Context: an optimization exercise on an open-source flow, tuned for small area. The choices shown serve that exercise and are no tape-out recipe. RTL that was checked went through simulation tests only; none was proved equivalent to the original. Power and IR drop assume default switching activity.

==> flow/design.v (excerpt) <==
module blinking_led
   #(parameter W = 4)
   (
    input  logic clk,
    input  logic reset,
    input  logic cs,
    input  logic read,
    input  logic write,
    input  logic [4:0] addr,
    input  logic [31:0] wr_data,
    output logic [31:0] rd_data,
    output logic [W-1:0] led_out
   );
For scale: about 78 I/O pins, about 12000 um^2 of cells after synthesis.
Settings: LEC_CHECK=0, CAP_MARGIN=20, CORE_MARGIN=2, CORE_UTILIZATION=55, SLEW_MARGIN=20; clock period 10.0 ns.
standard.sh (not shown) runs the stock make flow with config.mk's settings and CLKGATE_MAP_FILE= SYNTH_SCRIPT=/design/flow/synth_recipe.tcl, a recipe that flattens the netlist after the stock synthesis.
==> flow/flow/run.sh <==
#!/bin/bash
# Own layout flow: the standard flow with the standard synthesis unchanged, plus
#  - polopt.py: after synthesis, the full adders' polarities are chosen so that fewer
#    inverters sit between them (same logic function, same registers);
#  - the port buffers made of the smallest buffer cell (buf_1) instead of the flow's pick;
#  - tiemerge.tcl: after global placement, one tie cell drives all the constant-0 output
#    ports instead of one tie cell per port;
#  - the clock tree built from clkbuf_16 in clusters of up to 25 sinks, without dummy loads.
# Each tool's output goes to a log file of its own in this folder.
set -euo pipefail
R="$PWD/orfs/results/$FLOW_PLATFORM/blinking_led/base"
ARGS=(
  "BUFFER_PORTS_ARGS=-buffer_cell sky130_fd_sc_hd__buf_1"
  "CTS_ARGS=-sink_clustering_enable -repair_clock_nets -sink_clustering_size 25 -sink_clustering_max_diameter 100 -buf_list sky130_fd_sc_hd__clkbuf_16 -root_buf sky130_fd_sc_hd__clkbuf_4 -tree_buf sky130_fd_sc_hd__clkbuf_4 -dont_use_dummy_load"
)
bash standard.sh "$R/1_2_yosys.v" > make_synth.log 2>&1
cp "$R/1_2_yosys.v" "$R/1_2_yosys_standard.v"
python3 flow/polopt.py "$R/1_2_yosys_standard.v" "$R/1_2_yosys.v" > polopt.log 2>&1
bash standard.sh "${ARGS[@]}" "$R/3_3_place_gp.odb" > make_place.log 2>&1
TIE_DB="$R/3_3_place_gp.odb" openroad -no_init -exit flow/tiemerge.tcl > tiemerge.log 2>&1
bash standard.sh "${ARGS[@]}" finish > make_finish.log 2>&1
Other scripts of this flow, unchanged in this note and not shown: flow/flow/polopt.py, flow/flow/tiemerge.tcl
The baseline went through all stages and came out clean.
Then changed:
CORE_UTILIZATION = 40   (was 55)
What happened: The new run finished with timing, DRC and antenna clean; cell count goes up by roughly a tenth; total power goes down by a few percent; clock-buffer cell count stays the same; first-iteration DRC count goes up by a quarter to a third; clock power goes up slightly; die area goes up by well over a third; clock skew goes up by 0.092 ns.
Then changed:
--- a/flow/flow/run.sh
+++ b/flow/flow/run.sh
@@ -14 +14 @@
-  "CTS_ARGS=-sink_clustering_enable -repair_clock_nets -sink_clustering_size 25 -sink_clustering_max_diameter 100 -buf_list sky130_fd_sc_hd__clkbuf_16 -root_buf sky130_fd_sc_hd__clkbuf_4 -tree_buf sky130_fd_sc_hd__clkbuf_4 -dont_use_dummy_load"
+  "CTS_ARGS=-sink_clustering_enable -repair_clock_nets -sink_clustering_size 25 -sink_clustering_max_diameter 100 -buf_list sky130_fd_sc_hd__clkbuf_16 -dont_use_dummy_load"
Total power grows by about 1.6%.
Via count is about the same.
Register-to-register slack stays flat.
Non-clock buffer count stays the same.
Utilization increases by 0.20 points.
Synthesized area is unchanged.
Cell count is about the same.


Another version of the RTL of blinking_led (not shown whole).
For scale: ~960 cells after synthesis, roughly 78 I/O pins, ~13,000 µm² of cells after synthesis.
Settings: LEC_CHECK=0, CAP_MARGIN=20, CORE_MARGIN=2, CORE_UTILIZATION=60, SLEW_MARGIN=20; clock period 10.0 ns.
==> flow/flow/run.sh <==
#!/bin/bash
# Own layout flow: the standard flow with the standard synthesis unchanged, plus
#  - polopt.py: after synthesis, the full adders' polarities are chosen so that fewer
#    inverters sit between them (same logic function, same registers);
#  - the port buffers made of the smallest buffer cell (buf_1) instead of the flow's pick;
#  - the clock tree built from clkbuf_16 in clusters of up to 25 sinks, without dummy loads.
# Each tool's output goes to a log file of its own in this folder.
set -euo pipefail
R="$PWD/orfs/results/$FLOW_PLATFORM/blinking_led/base"
bash standard.sh "$R/1_2_yosys.v" > make_synth.log 2>&1
cp "$R/1_2_yosys.v" "$R/1_2_yosys_standard.v"
python3 flow/polopt.py "$R/1_2_yosys_standard.v" "$R/1_2_yosys.v" > polopt.log 2>&1
bash standard.sh \
  "BUFFER_PORTS_ARGS=-buffer_cell sky130_fd_sc_hd__buf_1" \
  "CTS_ARGS=-sink_clustering_enable -repair_clock_nets -sink_clustering_size 30 -sink_clustering_max_diameter 80 -buf_list sky130_fd_sc_hd__clkbuf_16 -dont_use_dummy_load" \
  finish > make_finish.log 2>&1
Other scripts of this flow, unchanged in this note and not shown: flow/flow/polopt.py
Rerun with:
--- a/flow/flow/run.sh
+++ b/flow/flow/run.sh
@@ -15 +15 @@
-  "CTS_ARGS=-sink_clustering_enable -repair_clock_nets -sink_clustering_size 30 -sink_clustering_max_diameter 80 -buf_list sky130_fd_sc_hd__clkbuf_16 -dont_use_dummy_load" \
+  "CTS_ARGS=-sink_clustering_enable -repair_clock_nets -sink_clustering_size 25 -sink_clustering_max_diameter 100 -buf_list sky130_fd_sc_hd__clkbuf_16 -dont_use_dummy_load" \
Settings changed: CORE_UTILIZATION 60 to 40.
Total power drops by a few percent.
Register-to-register slack improves by 110 ps.
Final area climbs slightly.
Utilization drops by 21 points.
Wire length drops by a little under a tenth.
Synthesized cell count stays the same.
Clock power drops slightly.
Worst hold slack improves by 4.5 ps.
Die area climbs by well over a third.
First-iteration DRC count drops by a few percent.
No functional check of the RTL was part of any run of this note.


== oak ==
RTL: one of the versions met above, not the one the previous note started from.
For scale: roughly 1,100 cells after synthesis, ~12,000 um^2 of cells after synthesis.
clock: 10.0 ns
lec_check: 0
cap_margin: 20
core_margin: 2
core_utilization: 40
slew_margin: 20
==> flow/flow/run.sh <==
#!/bin/bash
# Own layout flow: the standard flow with the standard synthesis unchanged, plus
#  - polopt.py: after synthesis, the full adders' polarities are chosen so that fewer
#    inverters sit between them (same logic function, same registers);
#  - cntopt.py: the counters' half adder + clear gate per bit rebuilt as xnor/xor + nor2 with
#    the carry chain in alternating polarity (same logic function, same registers);
#  - the port buffers made of the smallest buffer cell (buf_1) instead of the flow's pick;
#  - tiemerge.tcl: after global placement, one tie cell drives all the constant-0 output
#    ports instead of one tie cell per port;
#  - the clock tree built from clkbuf_16 in clusters of up to 25 sinks, with clkbuf_2 above
#    them, without dummy loads.
# Each tool's output goes to a log file of its own in this folder.
set -euo pipefail
R="$PWD/orfs/results/$FLOW_PLATFORM/blinking_led/base"
ARGS=(
  "BUFFER_PORTS_ARGS=-buffer_cell sky130_fd_sc_hd__buf_1"
  "CTS_ARGS=-sink_clustering_enable -repair_clock_nets -sink_clustering_size 31 -sink_clustering_max_diameter 120 -buf_list sky130_fd_sc_hd__clkbuf_16 -root_buf sky130_fd_sc_hd__clkbuf_2 -tree_buf sky130_fd_sc_hd__clkbuf_2 -dont_use_dummy_load"
)
bash standard.sh "$R/1_2_yosys.v" > make_synth.log 2>&1
cp "$R/1_2_yosys.v" "$R/1_2_yosys_standard.v"
python3 flow/polopt.py "$R/1_2_yosys_standard.v" "$R/1_2_yosys_polopt.v" > polopt.log 2>&1
python3 flow/cntopt.py "$R/1_2_yosys_polopt.v" "$R/1_2_yosys.v" > cntopt.log 2>&1
bash standard.sh "${ARGS[@]}" "$R/3_3_place_gp.odb" > make_place.log 2>&1
TIE_DB="$R/3_3_place_gp.odb" openroad -no_init -exit flow/tiemerge.tcl > tiemerge.log 2>&1
bash standard.sh "${ARGS[@]}" finish > make_finish.log 2>&1
==> flow/flow/cntopt.py <==
#!/usr/bin/env python3
"""Counter clean-up for a Yosys netlist of sky130 cells.

Synthesis builds each counter bit with a clear as a half adder (q ^ k, q & k) whose sum goes
through an and2 (or nor2b) with the clear into the flip-flop. This script rebuilds those bits
with the carry chain in alternating polarity:
    carry true  k : next = nor2(clr, xnor2(q, k)),  carry out kn = nand2(q, k)
    carry low  kn : next = nor2(clr, xor2(q, kn)),  carry out k  = nor2b(kn, q)
which computes the same functions with less area. Flip-flops, ports and all other cells are
left as they are.

usage: cntopt.py IN.v OUT.v
"""
import re
import sys
import collections

src = open(sys.argv[1]).read()
m = re.search(r"^module\s.*?;\n", src, re.S | re.M)
head_end = m.end()
body_start = re.search(r"^\s*sky130_fd_sc_hd__", src[head_end:], re.M).start() + head_end
endm = src.rindex("endmodule")
decls = src[head_end:body_start]
inst_text = src[body_start:endm]

inst_re = re.compile(r"\s*(sky130_fd_sc_hd__\w+)\s+(\\\S+ |\S+)\s*\((.*?)\);\n", re.S)
pin_re = re.compile(r"\.(\w+)\(([^()]*)\)")
insts = []
pos = 0
while pos < len(inst_text):
    mm = inst_re.match(inst_text, pos)
    if not mm:
        assert inst_text[pos:].strip() == "", "unparsed: " + inst_text[pos:pos + 200]
        break
    typ, name, body = mm.groups()
    insts.append([typ, name, [(p, n.strip()) for p, n in pin_re.findall(body)]])
    pos = mm.end()

OUT_PINS = {"X", "Y", "Q", "Q_N", "SUM", "COUT", "HI", "LO"}
driver = {}
loads = collections.defaultdict(list)
for i, (t, n, pins) in enumerate(insts):
    for p, net in pins:
        if p in OUT_PINS:
            driver[net] = (i, p)
        elif net:
            loads[net].append((i, p))

def typ(i):
    return insts[i][0].replace("sky130_fd_sc_hd__", "")

def pin(i, p):
    return dict(insts[i][2])[p]

new_cells = []
new_nets = []
removed = set()
cnt = [0]

def net():
    cnt[0] += 1
    nm = f"_cnt{cnt[0]}_"
    new_nets.append(nm)
    return nm

def cell(t, pins):
    cnt[0] += 1
    new_cells.append((f"sky130_fd_sc_hd__{t}", f"_cntc{cnt[0]}_", pins))

# the clear in true polarity, one net per clear-low net (an inverter where none exists)
clr_true = {}
def clear_of(gn):
    if gn in clr_true:
        return clr_true[gn]
    d = driver.get(gn)
    if d and re.match(r"(inv|clkinv)_\d+$", typ(d[0])):
        clr_true[gn] = pin(d[0], "A")
    else:
        c = net()
        cell("inv_1", [("A", gn), ("Y", c)])
        clr_true[gn] = c
    return clr_true[gn]

# candidate bits: ha -> (q, k, clear net (true) getter, gate index, flop D net)
cand = {}
for i, (t, n, pins) in enumerate(insts):
    if not re.match(r"ha_\d+$", typ(i)):
        continue
    s = pin(i, "SUM")
    if len(loads[s]) != 1:
        continue
    g, gp = loads[s][0]
    gt = typ(g)
    d_net = pin(g, "X") if gt.startswith("and2_") else pin(g, "Y") if gt.startswith("nor2b_") else None
    if d_net is None or len(loads[d_net]) != 1:
        continue
    f, fp = loads[d_net][0]
    if not re.match(r"dfxtp_\d+$", typ(f)) or fp != "D":
        continue
    q = pin(f, "Q")
    a, b = pin(i, "A"), pin(i, "B")
    if q == a:
        k = b
    elif q == b:
        k = a
    else:
        continue
    if gt.startswith("and2_"):
        other = pin(g, "B") if gp == "A" else pin(g, "A")
        clr = ("low", other)
    else:
        if gp != "B_N":
            continue
        clr = ("true", pin(g, "A"))
    cand[i] = dict(q=q, k=k, clr=clr, gate=g, d=d_net, cout=pin(i, "COUT"))

# chains: a candidate whose k is the COUT of another candidate follows it
cout_of = {c["cout"]: i for i, c in cand.items()}
starts = [i for i, c in cand.items() if c["k"] not in cout_of]
rewired = collections.defaultdict(dict)  # consumer inst -> {pin: new net}
done = 0
for st in starts:
    i = st
    k_net, k_low = cand[i]["k"], False
    while True:
        c = cand[i]
        clr = c["clr"][1] if c["clr"][0] == "true" else clear_of(c["clr"][1])
        x = net()
        cell("xor2_1" if k_low else "xnor2_1", [("A", c["q"]), ("B", k_net), ("X" if k_low else "Y", x)])
        cell("nor2_1", [("A", clr), ("B", x), ("Y", c["d"])])
        removed.add(i)
        removed.add(c["gate"])
        done += 1
        cout = c["cout"]
        users = [(u, p) for (u, p) in loads[cout]]
        nxt = [u for (u, p) in users if u in cand and cand[u]["k"] == cout]
        others = [(u, p) for (u, p) in users if not (u in cand and cand[u]["k"] == cout)]
        if not users:
            break
        nk = net()
        if k_low:
            cell("nor2b_1", [("A", k_net), ("B_N", c["q"]), ("Y", nk)])   # k = ~kn & q
        else:
            cell("nand2_1", [("A", c["q"]), ("B", k_net), ("Y", nk)])     # kn = ~(q & k)
        new_low = not k_low
        if others:
            if new_low:
                t = net()
                cell("inv_1", [("A", nk), ("Y", t)])
            else:
                t = nk
            for (u, p) in others:
                rewired[u][p] = t
        if not nxt:
            break
        i = nxt[0]
        k_net, k_low = nk, new_low

def esc(nm):
    return nm + " " if nm.startswith("\\") else nm

out = [src[:head_end], decls] + [f"  wire {nm};\n" for nm in new_nets]
for i, (t, n, pins) in enumerate(insts):
    if i in removed:
        continue
    pins = [(p, rewired[i].get(p, nt)) for p, nt in pins]
    out.append(f"  {t} {n}(\n" + ",\n".join(f"    .{p}({esc(nt)})" for p, nt in pins) + "\n  );\n")
for t, n, pins in new_cells:
    out.append(f"  {t} {n} (\n" + ",\n".join(f"    .{p}({esc(nt)})" for p, nt in pins) + "\n  );\n")
out.append(src[endm:])
open(sys.argv[2], "w").write("".join(out))
print(f"cntopt: rebuilt {done} counter bits in {len(starts)} chains")
Other scripts of this flow, unchanged in this note and not shown: flow/flow/polopt.py, flow/flow/tiemerge.tcl
Inputs modified between oak and pine:
-- flow/flow/run.sh --
<<< oak, line 9
#    ports instead of one tie cell per port;
#  - the clock tree built from clkbuf_16 in clusters of up to 25 sinks, with clkbuf_2 above
#    them, without dummy loads.
>>> pine, line 9
#    ports instead of one tie cell per port;
#  - the clock tree built from clkbuf_16 in clusters of up to 30 sinks, with clkbuf_2 above
#    them, without dummy loads.
<<< oak, line 16
  "BUFFER_PORTS_ARGS=-buffer_cell sky130_fd_sc_hd__buf_1"
  "CTS_ARGS=-sink_clustering_enable -repair_clock_nets -sink_clustering_size 31 -sink_clustering_max_diameter 120 -buf_list sky130_fd_sc_hd__clkbuf_16 -root_buf sky130_fd_sc_hd__clkbuf_2 -tree_buf sky130_fd_sc_hd__clkbuf_2 -dont_use_dummy_load"
)
>>> pine, line 16
  "BUFFER_PORTS_ARGS=-buffer_cell sky130_fd_sc_hd__buf_1"
  "CTS_ARGS=-sink_clustering_enable -repair_clock_nets -sink_clustering_size 30 -sink_clustering_max_diameter 110 -buf_list sky130_fd_sc_hd__clkbuf_16 -root_buf sky130_fd_sc_hd__clkbuf_2 -tree_buf sky130_fd_sc_hd__clkbuf_2 -dont_use_dummy_load"
)
-- flow/flow/cntopt.py --
<<< oak, line 72
def clear_of(gn):
    if gn in clr_true:
>>> pine, line 72
def clear_of(gn):
    # look through buffers (the flow removes synthesis buffers and rebuffers anyway)
    while True:
        d = driver.get(gn)
        if d and re.match(r"(buf|clkbuf)_\d+$", typ(d[0])):
            gn = pin(d[0], "A")
        else:
            break
    if gn in clr_true:
<<< oak, line 158

def esc(nm):
>>> pine, line 165

# remove combinational cells left without loads (the buffers that fed the old clear gates)
ports_out = set()
for line in decls.splitlines():
    mo = re.match(r"\s*output\s+(\[(\d+):(\d+)\]\s+)?(\S+);", line)
    if mo:
        if mo.group(1):
            hi, lo = int(mo.group(2)), int(mo.group(3))
            ports_out.update(f"{mo.group(4)}[{b}]" for b in range(min(hi, lo), max(hi, lo) + 1))
        else:
            ports_out.add(mo.group(4))
final = [(t, n, [(p, rewired[i].get(p, nt)) for p, nt in pins])
         for i, (t, n, pins) in enumerate(insts) if i not in removed] + new_cells
swept = 0
while True:
    used = collections.Counter(nt for t, n, pins in final for p, nt in pins if p not in OUT_PINS)
    keep = []
    for t, n, pins in final:
        outs = [nt for p, nt in pins if p in OUT_PINS]
        comb = not re.search(r"__(df|edf|sdf|dl|conb)", t)
        if comb and outs and all(used[o] == 0 and o not in ports_out for o in outs):
            swept += 1
            continue
        keep.append((t, n, pins))
    if len(keep) == len(final):
        break
    final = keep

def esc(nm):
<<< oak, line 162
out = [src[:head_end], decls] + [f"  wire {nm};\n" for nm in new_nets]
for i, (t, n, pins) in enumerate(insts):
    if i in removed:
        continue
    pins = [(p, rewired[i].get(p, nt)) for p, nt in pins]
    out.append(f"  {t} {n}(\n" + ",\n".join(f"    .{p}({esc(nt)})" for p, nt in pins) + "\n  );\n")
for t, n, pins in new_cells:
    out.append(f"  {t} {n} (\n" + ",\n".join(f"    .{p}({esc(nt)})" for p, nt in pins) + "\n  );\n")
out.append(src[endm:])
open(sys.argv[2], "w").write("".join(out))
print(f"cntopt: rebuilt {done} counter bits in {len(starts)} chains")
>>> pine, line 196
out = [src[:head_end], decls] + [f"  wire {nm};\n" for nm in new_nets]
for t, n, pins in final:
    out.append(f"  {t} {n}(\n" + ",\n".join(f"    .{p}({esc(nt)})" for p, nt in pins) + "\n  );\n")
out.append(src[endm:])
open(sys.argv[2], "w").write("".join(out))
print(f"cntopt: rebuilt {done} counter bits in {len(starts)} chains; removed {swept} cells left without loads")
## What came out
- On count of maximum capacitance violations, oak and pine are neck and neck.
- Diff oak -> pine: sum of buffers and inverters on the critical path has decreased; sequential share of power has decreased; final wirelength has increased.
- In the floorplan summary, pine is listed with a die area less than that of oak.
- There was hardly any difference in count of final setup violators between oak and pine.
[inputs] birch vs pine
- a change of CAP_MARGIN from 20 to 5
- a change of SLEW_MARGIN from 20 to 5
-- flow/flow/run.sh --
<<< pine, line 9
#    ports instead of one tie cell per port;
#  - the clock tree built from clkbuf_16 in clusters of up to 30 sinks, with clkbuf_2 above
#    them, without dummy loads.
>>> birch, line 9
#    ports instead of one tie cell per port;
#  - the clock tree built from clkbuf_16 in clusters of up to 25 sinks, with clkbuf_2 above
#    them, without dummy loads.
<<< pine, line 16
  "BUFFER_PORTS_ARGS=-buffer_cell sky130_fd_sc_hd__buf_1"
  "CTS_ARGS=-sink_clustering_enable -repair_clock_nets -sink_clustering_size 30 -sink_clustering_max_diameter 110 -buf_list sky130_fd_sc_hd__clkbuf_16 -root_buf sky130_fd_sc_hd__clkbuf_2 -tree_buf sky130_fd_sc_hd__clkbuf_2 -dont_use_dummy_load"
)
>>> birch, line 16
  "BUFFER_PORTS_ARGS=-buffer_cell sky130_fd_sc_hd__buf_1"
  "CTS_ARGS=-sink_clustering_enable -repair_clock_nets -sink_clustering_size 25 -sink_clustering_max_diameter 100 -buf_list sky130_fd_sc_hd__clkbuf_16 -root_buf sky130_fd_sc_hd__clkbuf_2 -tree_buf sky130_fd_sc_hd__clkbuf_2 -dont_use_dummy_load"
)
-- flow/flow/cntopt.py --
<<< pine, line 72
def clear_of(gn):
    # look through buffers (the flow removes synthesis buffers and rebuffers anyway)
    while True:
        d = driver.get(gn)
        if d and re.match(r"(buf|clkbuf)_\d+$", typ(d[0])):
            gn = pin(d[0], "A")
        else:
            break
    if gn in clr_true:
>>> birch, line 72
def clear_of(gn):
    if gn in clr_true:
<<< pine, line 165

# remove combinational cells left without loads (the buffers that fed the old clear gates)
ports_out = set()
for line in decls.splitlines():
    mo = re.match(r"\s*output\s+(\[(\d+):(\d+)\]\s+)?(\S+);", line)
    if mo:
        if mo.group(1):
            hi, lo = int(mo.group(2)), int(mo.group(3))
            ports_out.update(f"{mo.group(4)}[{b}]" for b in range(min(hi, lo), max(hi, lo) + 1))
        else:
            ports_out.add(mo.group(4))
final = [(t, n, [(p, rewired[i].get(p, nt)) for p, nt in pins])
         for i, (t, n, pins) in enumerate(insts) if i not in removed] + new_cells
swept = 0
while True:
    used = collections.Counter(nt for t, n, pins in final for p, nt in pins if p not in OUT_PINS)
    keep = []
    for t, n, pins in final:
        outs = [nt for p, nt in pins if p in OUT_PINS]
        comb = not re.search(r"__(df|edf|sdf|dl|conb)", t)
        if comb and outs and all(used[o] == 0 and o not in ports_out for o in outs):
            swept += 1
            continue
        keep.append((t, n, pins))
    if len(keep) == len(final):
        break
    final = keep

def esc(nm):
>>> birch, line 158

def esc(nm):
<<< pine, line 196
out = [src[:head_end], decls] + [f"  wire {nm};\n" for nm in new_nets]
for t, n, pins in final:
    out.append(f"  {t} {n}(\n" + ",\n".join(f"    .{p}({esc(nt)})" for p, nt in pins) + "\n  );\n")
out.append(src[endm:])
open(sys.argv[2], "w").write("".join(out))
print(f"cntopt: rebuilt {done} counter bits in {len(starts)} chains; removed {swept} cells left without loads")
>>> birch, line 162
out = [src[:head_end], decls] + [f"  wire {nm};\n" for nm in new_nets]
for i, (t, n, pins) in enumerate(insts):
    if i in removed:
        continue
    pins = [(p, rewired[i].get(p, nt)) for p, nt in pins]
    out.append(f"  {t} {n}(\n" + ",\n".join(f"    .{p}({esc(nt)})" for p, nt in pins) + "\n  );\n")
for t, n, pins in new_cells:
    out.append(f"  {t} {n} (\n" + ",\n".join(f"    .{p}({esc(nt)})" for p, nt in pins) + "\n  );\n")
out.append(src[endm:])
open(sys.argv[2], "w").write("".join(out))
print(f"cntopt: rebuilt {done} counter bits in {len(starts)} chains")
Findings:
For the final period utilization, birch came in 0.65 points lower than pine did.
Compared with pine, birch shows number of ordinary and repair buffers in the finished layout that has gone up slightly.
In birch the effective utilization at floorplan turned out 0.55 points lower than in pine.
Power density over the cells, birch vs pine: down slightly
birch consumes less power than pine does.
Per the comparison of birch with pine, placeable core area rose 1.9%, via count rose 2.3%.
diff inputs: birch => maple
- a change of CAP_MARGIN from 5 to 20
- a change of SLEW_MARGIN from 5 to 20
-- flow/flow/run.sh --
<<< birch, line 16
  "BUFFER_PORTS_ARGS=-buffer_cell sky130_fd_sc_hd__buf_1"
  "CTS_ARGS=-sink_clustering_enable -repair_clock_nets -sink_clustering_size 25 -sink_clustering_max_diameter 100 -buf_list sky130_fd_sc_hd__clkbuf_16 -root_buf sky130_fd_sc_hd__clkbuf_2 -tree_buf sky130_fd_sc_hd__clkbuf_2 -dont_use_dummy_load"
)
>>> maple, line 16
  "BUFFER_PORTS_ARGS=-buffer_cell sky130_fd_sc_hd__buf_1"
  "CTS_ARGS=-sink_clustering_enable -repair_clock_nets -sink_clustering_size 28 -sink_clustering_max_diameter 110 -buf_list sky130_fd_sc_hd__clkbuf_16 -root_buf sky130_fd_sc_hd__clkbuf_2 -tree_buf sky130_fd_sc_hd__clkbuf_2 -dont_use_dummy_load"
)
==> results.txt <==
maple completed; timing, DRC and antenna clean. Relative to birch, final worst-path cycle share has increased by 0.41 points in maple. maple and birch ended up with nearly the same global routing usage summed across all routing layers. Number of standard cells in the layout, taps in and fillers out essentially unchanged between maple and birch. Delta (maple minus birch): count of filler cells inserted in the layout went up 12; design area held steady; final design utilization neither gained nor lost much; number of clock buffers in the layout went down 1.
Inputs modified between maple and cedar:
-- flow/flow/run.sh --
<<< maple, line 9
#    ports instead of one tie cell per port;
#  - the clock tree built from clkbuf_16 in clusters of up to 25 sinks, with clkbuf_2 above
#    them, without dummy loads.
>>> cedar, line 9
#    ports instead of one tie cell per port;
#  - the clock tree built from clkbuf_16 in clusters of up to 28 sinks, with clkbuf_2 above
#    them, without dummy loads.
-- flow/flow/cntopt.py --
<<< maple, line 72
def clear_of(gn):
    if gn in clr_true:
>>> cedar, line 72
def clear_of(gn):
    # look through buffers (the flow removes synthesis buffers and rebuffers anyway)
    while True:
        d = driver.get(gn)
        if d and re.match(r"(buf|clkbuf)_\d+$", typ(d[0])):
            gn = pin(d[0], "A")
        else:
            break
    if gn in clr_true:
<<< maple, line 158

def esc(nm):
>>> cedar, line 165

# remove combinational cells left without loads (the buffers that fed the old clear gates)
ports_out = set()
for line in decls.splitlines():
    mo = re.match(r"\s*output\s+(\[(\d+):(\d+)\]\s+)?(\S+);", line)
    if mo:
        if mo.group(1):
            hi, lo = int(mo.group(2)), int(mo.group(3))
            ports_out.update(f"{mo.group(4)}[{b}]" for b in range(min(hi, lo), max(hi, lo) + 1))
        else:
            ports_out.add(mo.group(4))
final = [(t, n, [(p, rewired[i].get(p, nt)) for p, nt in pins])
         for i, (t, n, pins) in enumerate(insts) if i not in removed] + new_cells
swept = 0
while True:
    used = collections.Counter(nt for t, n, pins in final for p, nt in pins if p not in OUT_PINS)
    keep = []
    for t, n, pins in final:
        outs = [nt for p, nt in pins if p in OUT_PINS]
        comb = not re.search(r"__(df|edf|sdf|dl|conb)", t)
        if comb and outs and all(used[o] == 0 and o not in ports_out for o in outs):
            swept += 1
            continue
        keep.append((t, n, pins))
    if len(keep) == len(final):
        break
    final = keep

def esc(nm):
<<< maple, line 162
out = [src[:head_end], decls] + [f"  wire {nm};\n" for nm in new_nets]
for i, (t, n, pins) in enumerate(insts):
    if i in removed:
        continue
    pins = [(p, rewired[i].get(p, nt)) for p, nt in pins]
    out.append(f"  {t} {n}(\n" + ",\n".join(f"    .{p}({esc(nt)})" for p, nt in pins) + "\n  );\n")
for t, n, pins in new_cells:
    out.append(f"  {t} {n} (\n" + ",\n".join(f"    .{p}({esc(nt)})" for p, nt in pins) + "\n  );\n")
out.append(src[endm:])
open(sys.argv[2], "w").write("".join(out))
print(f"cntopt: rebuilt {done} counter bits in {len(starts)} chains")
>>> cedar, line 196
out = [src[:head_end], decls] + [f"  wire {nm};\n" for nm in new_nets]
for t, n, pins in final:
    out.append(f"  {t} {n}(\n" + ",\n".join(f"    .{p}({esc(nt)})" for p, nt in pins) + "\n  );\n")
out.append(src[endm:])
open(sys.argv[2], "w").write("".join(out))
print(f"cntopt: rebuilt {done} counter bits in {len(starts)} chains; removed {swept} cells left without loads")
### Flow results
- cedar vs maple, final area went down by 61 um^2.
- cedar against maple: inverter count of the layout excluding clock inverters saw a decrease; DRC marker count from the first detailed-route iteration saw a decrease; wire length saw an increase.

[static timing again, ports no longer ideal]
No port has a modelled driver above. Below, the same layouts with a new extraction and two added sets of constraints. Step 1 sets driving cells, clkbuf_16 on the clock port and buf_2 on the other inputs (assumed; they add their load-dependent delay and slew). Step 2 moves the port delays by t, midway between the first and last clock arrival at a register: inputs arrive t later, outputs are due t later. That takes back most of the time a late clock gives input paths. Slacks: no drivers / after step 1 / after step 2; pairs: no drivers / after step 1.
run	t (ns)	slack for setup (ns)	clock arrival spread, ns	cell pins on the clock port's net
the first run of note 1	0.658	0.287 / 0.307 / -0.351	0.016 / 0.016	1
the second run of note 1	0.669	0.333 / 0.359 / -0.310	0.105 / 0.106	1
the third run of note 1	0.512	0.323 / 0.349 / -0.163	0.038 / 0.038	1
the first run of note 2	0.505	0.315 / 0.336 / -0.169	0.052 / 0.052	1
the second run of note 2	0.510	0.347 / 0.374 / -0.135	0.023 / 0.023	1
oak	0.725	0.382 / 0.405 / -0.320	0.022 / 0.022	1
pine	0.771	0.331 / 0.357 / -0.414	0.117 / 0.117	1
birch	0.755	0.396 / 0.416 / -0.339	0.022 / 0.022	1
maple	0.744	0.355 / 0.374 / -0.369	0.097 / 0.097	1
cedar	0.798	0.313 / 0.339 / -0.460	0.103 / 0.103	1
Met with ideal ports but missed after step 2: setup timing in every run listed. For cedar, which loses most, drivers alone change the setup slack by +0.026 ns; drivers and shift together by -0.773 ns.
